From an optimization exercise on the open Yosys and OpenROAD flow, aimed at small area and a short achievable clock period; shortcuts taken in it are not production practice.
No run shown here included a check of the RTL's function; only the layout flow was run.
Power is estimated from default activity; no workload was simulated.

## flow/design.v (module list and top-level ports; edited modules follow where they fit)
// module mac_first: 42 lines
// module mac_unit: 64 lines
// module pe_array: 1741 lines
module pe_array (
  input wire [3:0] sw_output_1,
  input wire [3:0] sw_output_2,
  input wire [3:0] sw_output_3,
  input wire [3:0] sw_output_4,
  input wire [3:0] sw_output_5,
  input wire [3:0] sw_output_6,
  input wire [3:0] sw_output_7,
  input wire [3:0] sw_output_8,
  input wire [3:0] sw_output_9,
  input wire [3:0] sw_output_10,
  input wire [3:0] sw_output_11,
  input wire [3:0] sw_output_12,
  input wire [3:0] sw_output_13,
  input wire [3:0] sw_output_14,
  input wire [3:0] sw_output_15,
  input wire [3:0] sw_output_16,
  input wire [3:0] sw_output_17,
  input wire [3:0] sw_output_18,
  input wire [3:0] sw_output_19,
  input wire [3:0] sw_output_20,
  input wire [3:0] sw_output_21,
  input wire [3:0] sw_output_22,
  input wire [3:0] sw_output_23,
  input wire [3:0] sw_output_24,
  input wire [3:0] sw_output_25,
  input wire [3:0] sw_output_26,
  input wire [3:0] sw_output_27,
  input wire [3:0] sw_output_28,
  input wire [3:0] sw_output_29,
  input wire [3:0] sw_output_30,
  input wire [3:0] sw_output_31,
  input wire [3:0] sw_output_32,
  input wire [3:0] sw_output_33,
  input wire [3:0] sw_output_34,
  input wire [3:0] sw_output_35,
  input wire [3:0] sw_output_36,
  input wire [3:0] sw_output_37,
  input wire [3:0] sw_output_38,
  input wire [3:0] sw_output_39,
  input wire [3:0] sw_output_40,
  input wire [3:0] sw_output_41,
  input wire [3:0] sw_output_42,
  input wire [3:0] sw_output_43,
  input wire [3:0] sw_output_44,
  input wire [3:0] sw_output_45,
  // ...
==> flow/flow/run.sh <==
#!/bin/bash
# Standard layout, with plain buffers (instead of delay cells) on the ports.
set -euo pipefail
bash standard.sh "BUFFER_PORTS_ARGS=-buffer_cell sky130_fd_sc_hd__buf_2" finish > standard_flow.log 2>&1
==> flow/standard.sh <==
#!/bin/bash
# synth_recipe.tcl (not shown) runs the flow's synth.tcl, then flattens the netlist and writes it again
# the make line also repeats each setting of config.mk as NAME=value (left out here)
make -C /OpenROAD-flow-scripts/flow DESIGN_CONFIG=/design/flow/config.mk WORK_HOME=/design/flow/orfs CLKGATE_MAP_FILE= SYNTH_SCRIPT=/design/flow/synth_recipe.tcl "${@:-finish}"
==> flow/config.mk <==
export PLATFORM = sky130hd
export DESIGN_NAME = pe_array
export DESIGN_NICKNAME = pe_array
export VERILOG_FILES = /design/flow/design.v
export SDC_FILE = /design/flow/constraint.sdc
export NUM_CORES = 4
export LEC_CHECK = 0
export CAP_MARGIN = 20
export CORE_MARGIN = 2
export CORE_UTILIZATION = 60
export SLEW_MARGIN = 20
==> flow/constraint.sdc <==
create_clock -name core_clock -period 4.5 [get_ports {clk}]
set_input_delay 0.9000 -clock core_clock [delete_from_list [all_inputs] [get_ports {clk}]]
set_output_delay 0.9000 -clock core_clock [all_outputs]
set_load 0.01 [all_outputs]
==> results.sh, run 1 <==
export IMPL_largestClassByArea="multi-input combinational cells"
export IMPL_total_power_mw=46.34
export IMPL_num_nonclk_buffers=758
export IMPL_endpoint="final_output_5[10]"
export IMPL_die_h_um=397.6
export IMPL_powerDensity_nw_per_um2=436.2
export IMPL_synthCells=8025
export IMPL_multi_input_area_share=0.4359
export IMPL_placed_cells_incl_taps=10698
export IMPL_use_met2=0.3721
export IMPL_grt_pass1_wl_um=280400
export IMPL_use_met1=0.2835
export IMPL_place_congestion=0.9265
export IMPL_yosys_top_cells_area="dfxtp_1 44%, fa_1 23%, and2_1 12%, ha_1 10%, inv_1 5.5%"
export IMPL_synth_adder_area_share=0.3306
export IMPL_critPathBufInv=2
export IMPL_drtPass1Iterations=5
export IMPL_final_area_um2=106200
export IMPL_via_per_inst=4.668
export IMPL_clk_pin_slew_worst_paths_ns=0.06
export IMPL_yosys_area_share_xor_xnor=0.005938
export IMPL_dp_slack_ns=0.8820
export IMPL_p_comb_frac=0.146
export IMPL_worstPathRequired_ns=3.60
export IMPL_relSlewSlack=0.3130
export IMPL_dr_wl_met2_um=81250
export IMPL_finalMaxSlewViolations=0
export IMPL_die_area_um2=158000
export IMPL_timing_hold_ws_ns=0.3258
export IMPL_setup_tns_final_ns=0
export IMPL_status="complete, no violations"
export IMPL_tightest_slew_ns=1.031
export IMPL_critPathLaunch="pe_array_enable"
export IMPL_multi_input_cells=4484
export IMPL_rrSetupSlack_ns=1.83
==> run 2: changes to the inputs <==
--- a/flow/config.mk
+++ b/flow/config.mk
@@ -8,4 +8,5 @@
 export CAP_MARGIN = 20
 export CORE_MARGIN = 2
 export CORE_UTILIZATION = 60
+export SETUP_SLACK_MARGIN = 1.3
 export SLEW_MARGIN = 20
==> run 2 against run 1 <==
Effect of this change: still clean; hold slack is essentially flat; sequential power barely moved; via count rose by 1.1%; non-clock buffer count fell by 2; count of clock-buffer cells in the layout decreased by 17; largest power group unchanged; highest routed layer unchanged.
==> results.sh, run 2 <==
export IMPL_overflow=0
export IMPL_total_power_mw=46.73
export IMPL_critPathMaxFanout=68
export IMPL_insertion_delay_ns=0.82
export IMPL_grt_pass1_wl_um=292600
export IMPL_post_cts_buffers=0
export IMPL_sequentialPowerShare=0.464
export IMPL_synth_enable_flop_cells=0
export IMPL_regArea_um2=40920
export IMPL_rsz0062_at_grt="no"
export IMPL_final_cell_mix="2043 x dfxtp_1, 1753 x and2_1, 1323 x inv_1"
export IMPL_htreeDepth=4
export IMPL_holdPathEnd="sh_3_2"
export IMPL_rrSetupSlack_ns=1.81
export IMPL_via_per_inst=4.719
export IMPL_period_minus_slack_ns=3.050
export IMPL_hold_class="flop to flop"
export IMPL_ant_nets=0
export IMPL_p_int_mw=35.04
export IMPL_drive_above_1_share=0.1592
export IMPL_wl_um=180800
export IMPL_synth_common_cells="2044 x dfxtp_1, 1845 x and2_1, 1368 x inv_1"
export IMPL_grt_max_degree=257
export IMPL_synthCells=8025
export IMPL_slowest_stage="buf_4"
export IMPL_synth_most_common_cell="dfxtp_1"
export IMPL_numClockSinks=2044
export IMPL_reg2reg_depth=7
export IMPL_die_area_um2=158000
export IMPL_core_um2=153900
export IMPL_drc=0
export IMPL_area_growth_syn_to_layout_pct=15.46
export IMPL_layout_commonest_cell="dfxtp_1"
export IMPL_crit_family="buffers and inverters"
export IMPL_max_freq_mhz=327.8
export IMPL_tightest_slew_ns=0.8879
export IMPL_powerDensity_nw_per_um2=435.5
export IMPL_place_detailed_hpwl_um=143500
export IMPL_synth_top_area_share=0.4403
export IMPL_final_setup_skew_ns=0.02482
export IMPL_setup_viol=0
export IMPL_worstSetupPathType="input pin to output port"
export IMPL_die_h_um=397.6
export IMPL_syn_area_per_cell_um2=11.58
export IMPL_finalMaxSlewViolations=0
export IMPL_yosys_top_cells_area="dfxtp_1 44%, fa_1 23%, and2_1 12%, ha_1 10%, inv_1 5.5%"
export IMPL_cts_made_buffers=206
export IMPL_p_sw_frac=0.2500
export IMPL_layout_core_utilization=0.6974
export IMPL_worstPathRequired_ns=3.60
export IMPL_reg2reg_from="d_4_7[5]"
export IMPL_synth_cell_area_um2=92930
export IMPL_max_stage_delay_ns=0.37
export IMPL_num_vias=52594
export IMPL_setup_tns_final_ns=0
export IMPL_cp_end_kind="output port"
export IMPL_cts_resized=0
export IMPL_root_buffer="clkbuf_16"
export IMPL_crit_chain="buf_4 > buf_12 > and2_1 > buf_2"
export IMPL_fillers=11573
export IMPL_clk_pin_slew_worst_paths_ns=0.06
export IMPL_grt_total_usage=0.2380
export IMPL_yosys_warnings=1
export IMPL_drtIter0Drc=1875
export IMPL_async_flop_share=0
export IMPL_p_leak_nw=53.96
export IMPL_reg2reg_to="sc8_4_8"
export IMPL_initial_core_util=0.6040
export IMPL_relSlewSlack=0.4080
export IMPL_ys_ff_latch=2044
export IMPL_multi_input_comb_area_um2=47300
export IMPL_num_rows=144
export IMPL_yosysUniqueCellTypes=27
export IMPL_startpoint_type="input pin"
export IMPL_status="complete, no violations"
export IMPL_grt_pass1_vias=56569
export IMPL_ys_flop_type="dfxtp_1"
export IMPL_chipWidth_um=397.6
export IMPL_cap_viol_max_count=0
export IMPL_place_congestion=0.9099
export IMPL_ir_drop_mv=0.4257
export IMPL_ys_seq_area_frac=0.4403
export IMPL_hold_depth=0
export IMPL_portBuffers=749
export IMPL_wl_per_cell_um=16.22
export IMPL_drtPass1Iterations=5
export IMPL_period_share=0.6779
export IMPL_worstHoldStart="dc8_3_1"
export IMPL_clock_path_buffers=3
export IMPL_p_switching_mw=11.68
export IMPL_finalHoldViolations=0
export IMPL_critical_path_arrival_ns=2.15
export IMPL_antenna_found_initial=125
export IMPL_critPathBufInv=3
export IMPL_cts_tree="built"
export IMPL_cts_hold_buf=0
export IMPL_p_comb_frac=0.149
export IMPL_yosysTopAreaCell="dfxtp_1"
export IMPL_power_frac_clock=0.386
export IMPL_finish_net_count=11329
export IMPL_io_pins=759
==> run 2: changes by cell type in the layout (fill, tap and decap cells not counted), moves of 15 or more <==
cell     change
diode_2     +15
ha_1        -46
fa_2        +72
and2_1      -92
fa_1        -72
and2_4      +92
ha_4        +46
inv_2       +45
inv_1       -45
==> run 2: metrics by stage <==
step / worst slack, ns / instance area (um2) / hold slack [ns] / cells
final: 1.450 / 107300 / 0.3255 / 11144
after global routing: 1.375 / 107200 / 0.2959 / 11113
after CTS: 1.414 / 107100 / 0.2667 / 11071
after detailed placement: 0.9615 / 99800 / 0.3132 / 10696
after global placement: 0.9608 / 99800 / 0.3113 / 10696
after floorplan: 1.261 / 93950 / 0.3096 / 8033
==> run 2: per-layer routing <==
layer	global-route usage	share of wire	vias to the layer above	wire, um
li1	-	-	25523	-
met1	0.2837	0.40	25635	71680
met4	0.08029	0.032	76	5750
met5	0	0.0026	-	469
met3	0.06942	0.072	398	13110
met2	0.4113	0.50	962	89790
==> run 2: power groups by stage <==
stage | Combinational, mW | Sequential [mW] | Clock [mW]
6_report | 6.98 | 21.7 | 18.1
5_1_grt | 8.37 | 22.0 | 19.2
4_1_cts | 7.22 | 21.7 | 18.5
3_5_place_dp | 7.11 | 22.1 | 0
3_3_place_gp | 6.81 | 22.1 | 0
2_1_floorplan | 4.89 | 21.8 | 0
==> run 2: logic make-up (layout without fill, tap and decap cells) <==
group	count (synthesis)	count (layout)	synth area share
AND/OR/NAND/NOR	2522	2522	0.1549
AO/OA/AOI/OAI	45	45	0.003635
flip-flops	2044	2044	0.4403
other	1	82	0.00004035
XOR/XNOR	63	63	0.005938
buffers and inverters	1505	2499	0.06166
adder cells (fa/ha/maj)	1818	1818	0.3306
multiplexers	27	27	0.002908
==> run 2: area by class of cell <==
cell class / count / share of cell area
Sequential cell: 2044 / 0.3814
Tap cell: 2044 / 0.02383
Clock inverter: 90 / 0.01257
Timing Repair Buffer: 756 / 0.03626
Clock buffer: 285 / 0.05562
Multi-Input combinational cell: 4484 / 0.4408
Inverter: 1368 / 0.04786
Antenna cell: 73 / 0.001702
==> run 2: worst register-to-register path, cell delays in order, from the launching register on <==
cell and delay [ns]:
dfxtp_1 0.31, inv_1 0.14, fa_1 0.57, inv_1 0.05, fa_1 0.54, ha_1 0.29
fa_1 0.41, or2_2 0.27
==> run 2: worst max-delay path by stage <==
stage	endpoint	cells past startpoint	startpoint	slack, ns
after floorplan	s_5_7[5]	8	sw_output_134[2]	1.26
after global placement	s_5_7[5]	9	sw_output_134[2]	0.96
final	final_output_7[4]	4	pe_array_enable	1.45
after detailed placement	s_5_7[5]	9	sw_output_134[2]	0.96
after global routing	final_output_2[10]	4	pe_array_enable	1.38
after CTS	final_output_2[10]	4	pe_array_enable	1.41
==> run 3: changes to the inputs <==
--- a/flow/config.mk
+++ b/flow/config.mk
@@ -8,5 +8,5 @@
 export CAP_MARGIN = 20
 export CORE_MARGIN = 2
 export CORE_UTILIZATION = 60
-export SETUP_SLACK_MARGIN = 1.3
+export SETUP_SLACK_MARGIN = 2.0
 export SLEW_MARGIN = 20
==> run 3 against run 2 <==
Effect of this change: clock power down 5%; routed wire length up 0.53%; synthesized area unchanged; via count down 0.21%; combinational power up about 10%; largest cell class unchanged.
==> results.sh, run 3 <==
export IMPL_endpoint="s_8_8[5]"
export IMPL_path_common_cell="fa_2"
export IMPL_wl_per_cell_um=16.32
export IMPL_antenna_found_initial=111
export IMPL_ir_drop_mv=0.3590
export IMPL_period_minus_slack_ns=2.618
export IMPL_yosys_top_cells_area="dfxtp_1 44%, fa_1 23%, and2_1 12%, ha_1 10%, inv_1 5.5%"
export IMPL_async_flop_share=0
export IMPL_portBuffers=749
export IMPL_num_vias=52481
export IMPL_critPathLaunch="sw_output_162[2]"
export IMPL_dpl_cell_area_um2=102100
export IMPL_layout_core_utilization=0.7137
export IMPL_p_leak_nw=53.15
export IMPL_yosys_warnings=1
export IMPL_yosysTopAreaCell="dfxtp_1"
export IMPL_io_pins=759
export IMPL_ys_flop_type="dfxtp_1"
export IMPL_cap_viol_max_count=0
export IMPL_syn_area_per_cell_um2=11.58
export IMPL_grt_pass1_wl_um=291300
export IMPL_chipWidth_um=397.6
export IMPL_yosysUniqueCellTypes=27
export IMPL_num_rows=144
export IMPL_grt_pass1_vias=56643
export IMPL_crit_chain="buf_2 > and2_4 > ha_4 > inv_2 > fa_2 > fa_1 > inv_1 > fa_2 > fa_2"
export IMPL_reg2reg_from="d_8_7[3]"
export IMPL_final_cell_mix="2038 x dfxtp_1, 1668 x and2_1, 1258 x inv_1"
export IMPL_worstSetupPathType="input pin to flop"
export IMPL_startpoint_type="input pin"
export IMPL_relSlewSlack=0.3801
export IMPL_drtIter0Drc=1893
export IMPL_initial_core_util=0.6040
export IMPL_grt_total_usage=0.2365
export IMPL_ys_ff_latch=2044
export IMPL_ys_seq_area_frac=0.4403
export IMPL_die_area_um2=158000
export IMPL_drive_above_1_share=0.2352
export IMPL_place_detailed_hpwl_um=143200
export IMPL_max_freq_mhz=382.0
export IMPL_reg2reg_to="s_8_8[5]"
export IMPL_clk_pin_slew_worst_paths_ns=0.06
export IMPL_worstPathRequired_ns=5.24
export IMPL_overflow=0
export IMPL_tightest_slew_ns=0.9298
export IMPL_cts_tree="built"
export IMPL_rrSetupSlack_ns=1.96
export IMPL_critical_path_arrival_ns=3.36
export IMPL_finalHoldViolations=0
export IMPL_layout_commonest_cell="dfxtp_1"
export IMPL_final_area_um2=109800
export IMPL_die_h_um=397.6
export IMPL_total_power_mw=46.58
export IMPL_powerDensity_nw_per_um2=424.2
export IMPL_timing_hold_ws_ns=0.3158
export IMPL_synthCells=8025
export IMPL_area_growth_syn_to_layout_pct=18.17
export IMPL_worstHoldStart="dc8_6_1"
export IMPL_drc=0
export IMPL_numClockSinks=2044
export IMPL_final_setup_skew_ns=0.02112
export IMPL_root_buffer="clkbuf_16"
export IMPL_place_congestion=0.9112
export IMPL_reg2reg_depth=5
export IMPL_ant_nets=0
export IMPL_synth_common_cells="2044 x dfxtp_1, 1845 x and2_1, 1368 x inv_1"
export IMPL_synth_top_area_share=0.4403
export IMPL_hold_class="flop to flop"
export IMPL_wl_um=181700
export IMPL_rsz0062_at_grt="yes"
export IMPL_drtPass1Iterations=5
export IMPL_slowest_stage="fa_2"
export IMPL_via_per_inst=4.712
export IMPL_critPathMaxFanout=4
export IMPL_clock_path_buffers=3
export IMPL_synth_enable_flop_cells=0
export IMPL_setup_viol=0
export IMPL_insertion_delay_ns=0.80
export IMPL_status="complete, no violations"
export IMPL_finish_net_count=11339
export IMPL_max_stage_delay_ns=0.54
export IMPL_finalMaxSlewViolations=0
export IMPL_core_um2=153900
export IMPL_cts_made_buffers=207
export IMPL_period_share=0.5818
export IMPL_fillers=11201
export IMPL_synth_cell_area_um2=92930
export IMPL_cp_end_kind="flop"
export IMPL_grt_max_degree=252
export IMPL_setup_tns_final_ns=0
export IMPL_synth_most_common_cell="dfxtp_1"
export IMPL_htreeDepth=4
run 3: changes by cell type in the layout (fill, tap and decap cells not counted), sizes merged:
cell      before   now
diode         73    58
inv         1373  1378
buf          756   763
clkinv        50    40
clkbuf       285   291
bufinv        30    17
clkinvlp       5    19
run 3: worst min-delay path by stage:
| stage | endpoint | slack [ns] | depth (start not counted) |
|---|---|---|---|
| after floorplan | sh_0_2 | 0.31 | 0 |
| after global placement | sh_4_2 | 0.31 | 0 |
| after detailed placement | sh_6_2 | 0.31 | 0 |
| after CTS | s_3_0[0] | 0.27 | 2 |
| after global routing | s_1_0[0] | 0.30 | 2 |
| final | sh_6_2 | 0.32 | 0 |
run 3: cell families (layout without fill, tap and decap cells):
family / count (synthesis) / count (layout) / share of synthesized area
muxes: 27 / 27 / 0.002908
buffers and inverters: 1505 / 2508 / 0.06166
AOI/OAI and AO/OA: 45 / 45 / 0.003635
other: 1 / 67 / 0.00004035
DFF: 2044 / 2044 / 0.4403
and+or+nand+nor: 2522 / 2522 / 0.1549
xor gates and xnor gates: 63 / 63 / 0.005938
adders and majority gates: 1818 / 1818 / 0.3306
run 3: cell type report:
cell class                      instances  area (um2)  area share
Antenna cell                           58       145.1    0.001322
Clock buffer                          289        5929     0.05400
Clock inverter                         86        1031    0.009389
Inverter                             1368        5135     0.04676
Multi-Input combinational cell       4484       49830      0.4538
Sequential cell                      2044       40930      0.3728
Tap cell                             2044        2557     0.02329
Timing Repair Buffer                  765        4249     0.03869
run 3: worst max-delay path: cells and delay by family:
family	cells	cell delay [ns]
fa+ha+maj	5	2.07
buf+inv	3	0.22
simple gates	1	0.16
run 3: through the flow:
| step | instances | setup WS, ns |
|---|---|---|
| final | 11138 | 1.882 |
| after global placement | 10698 | 1.076 |
| after floorplan | 8033 | 1.299 |
| after CTS | 11080 | 1.941 |
| after global routing | 11115 | 1.890 |
| after detailed placement | 10698 | 1.057 |
run 3: metal layers:
| layer | track usage | routed length, um |
|---|---|---|
| met1 | 0.2836 | 73460 |
| met2 | 0.4080 | 89020 |
| met3 | 0.06172 | 11510 |
| met4 | 0.08847 | 7219 |
| met5 | 0 | 538 |
run 3: repair_timing:
action | in CTS | in global routing
gates cloned | 1 | 0
setup buffers | 6 | 0
hold buffers | 0 | 0
pin swaps | 164 | 92
gates resized for setup | 147 | 70
setup endpoints to repair | 175 | 91
run 3: power by group:
group / switching [mW] / internal, mW / total [mW]
combinational: 4.11 / 3.58 / 7.69
sequential: 0.778 / 20.9 / 21.7
clock: 7.04 / 10.2 / 17.2
==> module mac_first, before the edit <==
module mac_first (
  input  wire [3:0] w,
  input  wire [3:0] i,
  output wire [7:0] lo,
  output wire [1:0] cd,
  output wire c8
);
wire [15:0] pp;
genvar x, y;
generate for (x = 0; x < 4; x = x + 1) begin : gx
  for (y = 0; y < 4; y = y + 1) begin : gy
    assign pp[4*x+y] = w[x] & i[y];
  end
end endgenerate
wire t1 = pp[3] ^ pp[6];
wire t2 = pp[3] & pp[6];
wire t3 = pp[7] ^ pp[10];
wire t4 = pp[7] & pp[10];
wire t5 = pp[2] ^ pp[5];
wire t6 = pp[2] & pp[5];
wire t7 = pp[9] ^ pp[12] ^ t1;
wire t8 = (pp[9] & pp[12]) | (pp[9] & t1) | (pp[12] & t1);
wire t9 = pp[13] ^ t3 ^ t2;
wire t10 = (pp[13] & t3) | (pp[13] & t2) | (t3 & t2);
wire t11 = pp[11] ^ pp[14] ^ t4;
wire t12 = (pp[11] & pp[14]) | (pp[11] & t4) | (pp[14] & t4);
wire t13 = pp[1] ^ pp[4];
wire t14 = pp[1] & pp[4];
wire t15 = pp[8] ^ t5 ^ t14;
wire t16 = (pp[8] & t5) | (pp[8] & t14) | (t5 & t14);
wire t17 = t7 ^ t6;
wire t18 = t7 & t6;
wire t19 = t9 ^ t8 ^ t18;
wire t20 = (t9 & t8) | (t9 & t18) | (t8 & t18);
wire t21 = t11 ^ t10 ^ t20;
wire t22 = (t11 & t10) | (t11 & t20) | (t10 & t20);
wire t23 = pp[15] ^ t12;
wire t24 = pp[15] & t12;
assign lo = {t24, t23, t21, t19, t17, t15, t13, pp[0]};
assign cd = {t22, t16};
assign c8 = 1'b0;
endmodule
==> module mac_unit, before the edit <==
module mac_unit (
  input  wire [3:0] w,
  input  wire [3:0] i,
  input  wire [7:0] psum,
  input  wire [1:0] cin,
  output wire [7:0] lo,
  output wire [1:0] cd,
  output wire c8
);
wire [15:0] pp;
genvar x, y;
generate for (x = 0; x < 4; x = x + 1) begin : gx
  for (y = 0; y < 4; y = y + 1) begin : gy
    assign pp[4*x+y] = w[x] & i[y];
  end
end endgenerate
wire t1 = pp[3] ^ pp[6] ^ pp[9];
wire t2 = (pp[3] & pp[6]) | (pp[3] & pp[9]) | (pp[6] & pp[9]);
wire t3 = pp[7] ^ pp[10];
wire t4 = pp[7] & pp[10];
wire t5 = pp[2] ^ pp[5];
wire t6 = pp[2] & pp[5];
wire t7 = pp[12] ^ psum[3] ^ cin[0];
wire t8 = (pp[12] & psum[3]) | (pp[12] & cin[0]) | (psum[3] & cin[0]);
wire t9 = pp[13] ^ psum[4] ^ t3;
wire t10 = (pp[13] & psum[4]) | (pp[13] & t3) | (psum[4] & t3);
wire t11 = pp[11] ^ pp[14] ^ psum[5];
wire t12 = (pp[11] & pp[14]) | (pp[11] & psum[5]) | (pp[14] & psum[5]);
wire t13 = pp[15] ^ psum[6];
wire t14 = pp[15] & psum[6];
wire t15 = pp[1] ^ pp[4];
wire t16 = pp[1] & pp[4];
wire t17 = pp[8] ^ psum[2] ^ t5;
wire t18 = (pp[8] & psum[2]) | (pp[8] & t5) | (psum[2] & t5);
wire t19 = t1 ^ t7 ^ t6;
wire t20 = (t1 & t7) | (t1 & t6) | (t7 & t6);
wire t21 = t2 ^ t9 ^ t8;
wire t22 = (t2 & t9) | (t2 & t8) | (t9 & t8);
wire t23 = t4 ^ t11 ^ t10;
wire t24 = (t4 & t11) | (t4 & t10) | (t11 & t10);
wire t25 = cin[1] ^ t13 ^ t12;
wire t26 = (cin[1] & t13) | (cin[1] & t12) | (t13 & t12);
wire t27 = psum[7] ^ t14;
wire t28 = psum[7] & t14;
wire t29 = pp[0] ^ psum[0];
wire t30 = pp[0] & psum[0];
wire t31 = psum[1] ^ t15 ^ t30;
wire t32 = (psum[1] & t15) | (psum[1] & t30) | (t15 & t30);
wire t33 = t17 ^ t16 ^ t32;
wire t34 = (t17 & t16) | (t17 & t32) | (t16 & t32);
wire t35 = t19 ^ t18;
wire t36 = t19 & t18;
wire t37 = t21 ^ t20 ^ t36;
wire t38 = (t21 & t20) | (t21 & t36) | (t20 & t36);
wire t39 = t23 ^ t22 ^ t38;
wire t40 = (t23 & t22) | (t23 & t38) | (t22 & t38);
wire t41 = t25 ^ t24;
wire t42 = t25 & t24;
wire t43 = t27 ^ t26 ^ t42;
wire t44 = (t27 & t26) | (t27 & t42) | (t26 & t42);
assign lo = {t43, t41, t39, t37, t35, t33, t31, t29};
assign cd = {t40, t34};
assign c8 = t44 | t28;
endmodule
==> run 4: changes to the inputs <==
--- a/flow/design.v
+++ b/flow/design.v
@@ -12,32 +12,32 @@
     assign pp[4*x+y] = w[x] & i[y];
   end
 end endgenerate
-wire t1 = pp[3] ^ pp[6];
-wire t2 = pp[3] & pp[6];
-wire t3 = pp[7] ^ pp[10];
-wire t4 = pp[7] & pp[10];
-wire t5 = pp[2] ^ pp[5];
-wire t6 = pp[2] & pp[5];
-wire t7 = pp[9] ^ pp[12] ^ t1;
-wire t8 = (pp[9] & pp[12]) | (pp[9] & t1) | (pp[12] & t1);
-wire t9 = pp[13] ^ t3 ^ t2;
-wire t10 = (pp[13] & t3) | (pp[13] & t2) | (t3 & t2);
-wire t11 = pp[11] ^ pp[14] ^ t4;
-wire t12 = (pp[11] & pp[14]) | (pp[11] & t4) | (pp[14] & t4);
-wire t13 = pp[1] ^ pp[4];
-wire t14 = pp[1] & pp[4];
-wire t15 = pp[8] ^ t5 ^ t14;
-wire t16 = (pp[8] & t5) | (pp[8] & t14) | (t5 & t14);
-wire t17 = t7 ^ t6;
-wire t18 = t7 & t6;
-wire t19 = t9 ^ t8 ^ t18;
-wire t20 = (t9 & t8) | (t9 & t18) | (t8 & t18);
-wire t21 = t11 ^ t10 ^ t20;
-wire t22 = (t11 & t10) | (t11 & t20) | (t10 & t20);
-wire t23 = pp[15] ^ t12;
-wire t24 = pp[15] & t12;
-assign lo = {t24, t23, t21, t19, t17, t15, t13, pp[0]};
-assign cd = {t22, t16};
+wire t1s, t1c;
+ha u1 (.a(pp[3]), .b(pp[6]), .s(t1s), .co(t1c));
+wire t2s, t2c;
+ha u2 (.a(pp[7]), .b(pp[10]), .s(t2s), .co(t2c));
+wire t3s, t3c;
+ha u3 (.a(pp[2]), .b(pp[5]), .s(t3s), .co(t3c));
+wire t4s, t4c;
+fa u4 (.a(pp[9]), .b(pp[12]), .c(t1s), .s(t4s), .co(t4c));
+wire t5s, t5c;
+fa u5 (.a(pp[13]), .b(t2s), .c(t1c), .s(t5s), .co(t5c));
+wire t6s, t6c;
+fa u6 (.a(pp[11]), .b(pp[14]), .c(t2c), .s(t6s), .co(t6c));
+wire t7s, t7c;
+ha u7 (.a(pp[1]), .b(pp[4]), .s(t7s), .co(t7c));
+wire t8s, t8c;
+fa u8 (.a(pp[8]), .b(t3s), .c(t7c), .s(t8s), .co(t8c));
+wire t9s, t9c;
+ha u9 (.a(t4s), .b(t3c), .s(t9s), .co(t9c));
+wire t10s, t10c;
+fa u10 (.a(t5s), .b(t4c), .c(t9c), .s(t10s), .co(t10c));
+wire t11s, t11c;
+fa u11 (.a(t6s), .b(t5c), .c(t10c), .s(t11s), .co(t11c));
+wire t12s, t12c;
+ha u12 (.a(pp[15]), .b(t6c), .s(t12s), .co(t12c));
+assign lo = {t12c, t12s, t11s, t10s, t9s, t8s, t7s, pp[0]};
+assign cd = {t11c, t8c};
 assign c8 = 1'b0;
 endmodule
 module mac_unit (
@@ -56,53 +56,61 @@
     assign pp[4*x+y] = w[x] & i[y];
   end
 end endgenerate
-wire t1 = pp[3] ^ pp[6] ^ pp[9];
-wire t2 = (pp[3] & pp[6]) | (pp[3] & pp[9]) | (pp[6] & pp[9]);
-wire t3 = pp[7] ^ pp[10];
-wire t4 = pp[7] & pp[10];
-wire t5 = pp[2] ^ pp[5];
-wire t6 = pp[2] & pp[5];
-wire t7 = pp[12] ^ psum[3] ^ cin[0];
-wire t8 = (pp[12] & psum[3]) | (pp[12] & cin[0]) | (psum[3] & cin[0]);
-wire t9 = pp[13] ^ psum[4] ^ t3;
-wire t10 = (pp[13] & psum[4]) | (pp[13] & t3) | (psum[4] & t3);
-wire t11 = pp[11] ^ pp[14] ^ psum[5];
-wire t12 = (pp[11] & pp[14]) | (pp[11] & psum[5]) | (pp[14] & psum[5]);
-wire t13 = pp[15] ^ psum[6];
-wire t14 = pp[15] & psum[6];
-wire t15 = pp[1] ^ pp[4];
-wire t16 = pp[1] & pp[4];
-wire t17 = pp[8] ^ psum[2] ^ t5;
-wire t18 = (pp[8] & psum[2]) | (pp[8] & t5) | (psum[2] & t5);
-wire t19 = t1 ^ t7 ^ t6;
-wire t20 = (t1 & t7) | (t1 & t6) | (t7 & t6);
-wire t21 = t2 ^ t9 ^ t8;
-wire t22 = (t2 & t9) | (t2 & t8) | (t9 & t8);
-wire t23 = t4 ^ t11 ^ t10;
-wire t24 = (t4 & t11) | (t4 & t10) | (t11 & t10);
-wire t25 = cin[1] ^ t13 ^ t12;
-wire t26 = (cin[1] & t13) | (cin[1] & t12) | (t13 & t12);
-wire t27 = psum[7] ^ t14;
-wire t28 = psum[7] & t14;
-wire t29 = pp[0] ^ psum[0];
-wire t30 = pp[0] & psum[0];
-wire t31 = psum[1] ^ t15 ^ t30;
-wire t32 = (psum[1] & t15) | (psum[1] & t30) | (t15 & t30);
-wire t33 = t17 ^ t16 ^ t32;
-wire t34 = (t17 & t16) | (t17 & t32) | (t16 & t32);
-wire t35 = t19 ^ t18;
-wire t36 = t19 & t18;
-wire t37 = t21 ^ t20 ^ t36;
-wire t38 = (t21 & t20) | (t21 & t36) | (t20 & t36);
-wire t39 = t23 ^ t22 ^ t38;
-wire t40 = (t23 & t22) | (t23 & t38) | (t22 & t38);
-wire t41 = t25 ^ t24;
-wire t42 = t25 & t24;
-wire t43 = t27 ^ t26 ^ t42;
-wire t44 = (t27 & t26) | (t27 & t42) | (t26 & t42);
-assign lo = {t43, t41, t39, t37, t35, t33, t31, t29};
-assign cd = {t40, t34};
-assign c8 = t44 | t28;
+wire t1s, t1c;
+fa u1 (.a(pp[3]), .b(pp[6]), .c(pp[9]), .s(t1s), .co(t1c));
+wire t2s, t2c;
+ha u2 (.a(pp[7]), .b(pp[10]), .s(t2s), .co(t2c));
+wire t3s, t3c;
+ha u3 (.a(pp[2]), .b(pp[5]), .s(t3s), .co(t3c));
+wire t4s, t4c;
+fa u4 (.a(pp[12]), .b(psum[3]), .c(cin[0]), .s(t4s), .co(t4c));
+wire t5s, t5c;
+fa u5 (.a(pp[13]), .b(psum[4]), .c(t2s), .s(t5s), .co(t5c));
+wire t6s, t6c;
+fa u6 (.a(pp[11]), .b(pp[14]), .c(psum[5]), .s(t6s), .co(t6c));
+wire t7s, t7c;
+ha u7 (.a(pp[15]), .b(psum[6]), .s(t7s), .co(t7c));
+wire t8s, t8c;
+ha u8 (.a(pp[1]), .b(pp[4]), .s(t8s), .co(t8c));
+wire t9s, t9c;
+fa u9 (.a(pp[8]), .b(psum[2]), .c(t3s), .s(t9s), .co(t9c));
+wire t10s, t10c;
+fa u10 (.a(t1s), .b(t4s), .c(t3c), .s(t10s), .co(t10c));
+wire t11s, t11c;
+fa u11 (.a(t1c), .b(t5s), .c(t4c), .s(t11s), .co(t11c));
+wire t12s, t12c;
+fa u12 (.a(t2c), .b(t6s), .c(t5c), .s(t12s), .co(t12c));
+wire t13s, t13c;
+fa u13 (.a(cin[1]), .b(t7s), .c(t6c), .s(t13s), .co(t13c));
+wire t14s, t14c;
+ha u14 (.a(psum[7]), .b(t7c), .s(t14s), .co(t14c));
+wire t15s, t15c;
+ha u15 (.a(pp[0]), .b(psum[0]), .s(t15s), .co(t15c));
+wire t16s, t16c;
+fa u16 (.a(psum[1]), .b(t8s), .c(t15c), .s(t16s), .co(t16c));
+wire t17s, t17c;
+fa u17 (.a(t9s), .b(t8c), .c(t16c), .s(t17s), .co(t17c));
+wire t18s, t18c;
+ha u18 (.a(t10s), .b(t9c), .s(t18s), .co(t18c));
+wire t19s, t19c;
+fa u19 (.a(t11s), .b(t10c), .c(t18c), .s(t19s), .co(t19c));
+wire t20s, t20c;
+fa u20 (.a(t12s), .b(t11c), .c(t19c), .s(t20s), .co(t20c));
+wire t21s, t21c;
+ha u21 (.a(t13s), .b(t12c), .s(t21s), .co(t21c));
+wire t22s, t22c;
+fa u22 (.a(t14s), .b(t13c), .c(t21c), .s(t22s), .co(t22c));
+assign lo = {t22s, t21s, t20s, t19s, t18s, t17s, t16s, t15s};
+assign cd = {t20c, t17c};
+assign c8 = t22c | t14c;
+endmodule
+module fa (input wire a, input wire b, input wire c, output wire s, output wire co);
+assign s = a ^ b ^ c;
+assign co = (a & b) | (a & c) | (b & c);
+endmodule
+module ha (input wire a, input wire b, output wire s, output wire co);
+assign s = a ^ b;
+assign co = a & b;
 endmodule
 module pe_array (
   input wire [3:0] sw_output_1,
--- a/flow/config.mk
+++ b/flow/config.mk
@@ -10,3 +10,4 @@
 export CORE_UTILIZATION = 60
 export SETUP_SLACK_MARGIN = 2.0
 export SLEW_MARGIN = 20
+export SYNTH_HIERARCHICAL = 1
==> run 4 against run 3 <==
Effect of this change: still clean on timing, DRC and antenna; design area decreased by 3.6%; count of clock-buffer cells in the layout up 10; synthesized cell count down 6.6%; via count decreased by 9.3%; clock power barely moved; register-to-register slack gained 0.02 ns; routed wire length decreased by 3.1%; sequential cell count unchanged; sequential share of layout area rose by 1.4 points; critical path type unchanged; largest cell class unchanged.
==> results.sh, run 4 <==
export IMPL_portBuffers=749
export IMPL_ir_drop_mv=0.4331
export IMPL_timing_hold_ws_ns=0.3150
export IMPL_grt_total_usage=0.2240
export IMPL_status="complete, no violations"
export IMPL_setup_tns_final_ns=0
export IMPL_worstSetupPathType="input pin to flop"
export IMPL_period_minus_slack_ns=2.609
export IMPL_regArea_um2=40950
export IMPL_p_comb_frac=0.153
export IMPL_finish_net_count=10015
export IMPL_powerDensity_nw_per_um2=436.4
export IMPL_hold_class="input pin to flop"
export IMPL_fillers=11660
export IMPL_cp_end_kind="flop"
export IMPL_worstPathRequired_ns=5.24
export IMPL_power_frac_clock=0.376
export IMPL_ant_nets=0
export IMPL_cap_viol_max_count=0
export IMPL_cts_made_buffers=208
export IMPL_numClockSinks=2044
export IMPL_critical_path_arrival_ns=3.35
export IMPL_chipWidth_um=402.5
export IMPL_synth_cell_area_um2=95300
export IMPL_antenna_found_initial=99
export IMPL_cts_tree="built"
export IMPL_grt_pass1_vias=51524
export IMPL_io_pins=759
export IMPL_num_rows=146
export IMPL_startpoint_type="input pin"
export IMPL_place_detailed_hpwl_um=138400
export IMPL_cts_hold_buf=0
export IMPL_area_growth_syn_to_layout_pct=11.08
export IMPL_final_setup_skew_ns=0.02520
export IMPL_p_leak_nw=49.13
export IMPL_wl_per_cell_um=17.92
export IMPL_via_per_inst=4.845
export IMPL_p_switching_mw=11.46
export IMPL_period_share=0.5798
export IMPL_critPathMaxFanout=4
export IMPL_drive_above_1_share=0.2445
export IMPL_htreeDepth=4
export IMPL_initial_core_util=0.6031
export IMPL_multi_input_comb_area_um2=50270
export IMPL_grt_max_degree=170
export IMPL_place_congestion=0.8725
export IMPL_clk_pin_slew_worst_paths_ns=0.06
export IMPL_rsz0062_at_grt="yes"
export IMPL_p_sw_frac=0.2480
export IMPL_max_freq_mhz=383.3
export IMPL_wl_um=176100
export IMPL_max_stage_delay_ns=0.55
export IMPL_syn_area_per_cell_um2=12.72
export IMPL_tightest_slew_ns=0.7665
export IMPL_grt_pass1_wl_um=280700
export IMPL_core_um2=158000
export IMPL_p_int_mw=34.74
export IMPL_synthCells=7492
export IMPL_sequentialPowerShare=0.472
export IMPL_finalHoldViolations=0
export IMPL_yosys_warnings=7
export IMPL_relSlewSlack=0.4890
export IMPL_setup_viol=0
export IMPL_die_area_um2=162000
export IMPL_drc=0
export IMPL_drtIter0Drc=1754
export IMPL_root_buffer="clkbuf_16"
export IMPL_num_vias=47609
export IMPL_clock_path_buffers=3
export IMPL_final_cell_mix="2091 x and2_1, 2029 x dfxtp_1, 807 x fa_1"
export IMPL_insertion_delay_ns=0.82
export IMPL_overflow=0
export IMPL_drtPass1Iterations=5
export IMPL_slowest_stage="fa_1"
export IMPL_layout_core_utilization=0.6699
export IMPL_layout_commonest_cell="and2_1"
export IMPL_finalMaxSlewViolations=0
export IMPL_crit_chain="buf_8 > and2_4 > ha_4 > fa_1 > fa_1 > fa_2 > fa_2"
export IMPL_die_h_um=402.5
run 4: changes by cell type in the layout (fill, tap and decap cells not counted), sizes merged, moves of 10 or more:
cell and change:
inv -1361, and2 +504, nand2 -486, buf +16, diode -16, clkinvlp -11
or3 -10
run 4: repair_timing:
item / 4_1_cts / 5_1_grt
gates cloned: 2 / 0
resized for setup: 58 / 203
hold endpoints to repair: 0 / 0
buffers inserted: 1 / 13
pin swaps: 97 / 389
setup endpoints to repair: 139 / 87
run 4: critical path: cells and delay by family:
family	cells	cell delay [ns]
fa+ha+maj	5	2.19
buf+inv	1	0.10
simple gates	1	0.15
run 4: metal layers:
metal | up-vias | wire length (um) | track usage
li1 | 22860 | - | -
met1 | 23317 | 72640 | 0.2757
met2 | 949 | 84800 | 0.3744
met3 | 407 | 11310 | 0.06202
met4 | 76 | 6907 | 0.08726
met5 | - | 475 | 0
run 4: power by group through the flow:
stage	Sequential [mW]	Clock (mW)	Combinational (mW)
finish	21.8	17.4	7.05
global route	22.1	18.6	8.28
CTS	21.8	17.9	7.20
detailed placement	22.2	0	7.08
global placement	22.1	0	6.81
floorplan	21.8	0	8.50
run 4: path summary, 6_finish.rpt:
kind / endpoint / cells after the start / startpoint / slack [ns]
max: s_1_2[5] / 7 / sw_output_93[3] / 1.89
max reg2reg: s_6_5[5] / 5 / dcd_6_4[0] / 1.98
min reg2reg: sh_1_2 / 0 / dc8_1_1 / 0.33
min: s_6_0[0] / 2 / sw_output_136[0] / 0.31
run 4: area by class of cell:
| cell class | instances | share of cell area |
|---|---|---|
| inverter | 9 | 0.0003191 |
| clock buffer | 299 | 0.05705 |
| multi-input combinational | 4502 | 0.4749 |
| antenna | 42 | 0.0009929 |
| sequential | 2044 | 0.3869 |
| timing repair buffer | 781 | 0.04591 |
| tap | 2072 | 0.02449 |
| clock inverter | 78 | 0.009432 |
run 4: per-stage QoR:
stage | setup WS (ns) | power [mW] | cell area, um2 | std cells
detailed placement | 1.091 | 29.26 | 97730 | 9391
finish | 1.891 | 46.20 | 105900 | 9827
global placement | 1.141 | 28.96 | 97730 | 9391
CTS | 1.961 | 46.87 | 105000 | 9771
global route | 1.907 | 48.94 | 105800 | 9806
floorplan | 1.248 | 30.34 | 98290 | 7500

-- what the ideal ports hide --
How much do the figures lean on ideal ports? The routed layouts below were timed once more, with nothing changed but the port constraints. Step 1, drivers: a clkbuf_16 drives clk and a buf_2 each remaining input, both assumed. Step 2 moves the port delays by t, midway between the first and last clock arrival at a register: inputs arrive t later, outputs are due t later. That takes back most of the time a late clock gives input paths. Slacks: no drivers / after step 1 / after step 2; pairs: no drivers / after step 1.
run	t (ns)	setup WS [ns]	hold slack, ns
run 1	0.893	1.437 / 1.411 / 0.842	0.326 / 0.265 / 0.326
run 2	0.889	1.450 / 1.425 / 0.916	0.326 / 0.279 / 0.326
run 3	0.871	1.882 / 1.684 / 1.033	0.316 / 0.277 / 0.316
run 4	0.895	1.891 / 1.636 / 1.028	0.315 / 0.251 / 0.326
After both steps every run listed still meets setup and hold. The setup slack of run 4, which loses most, moves by -0.255 ns with the drivers and by -0.863 ns with both steps.
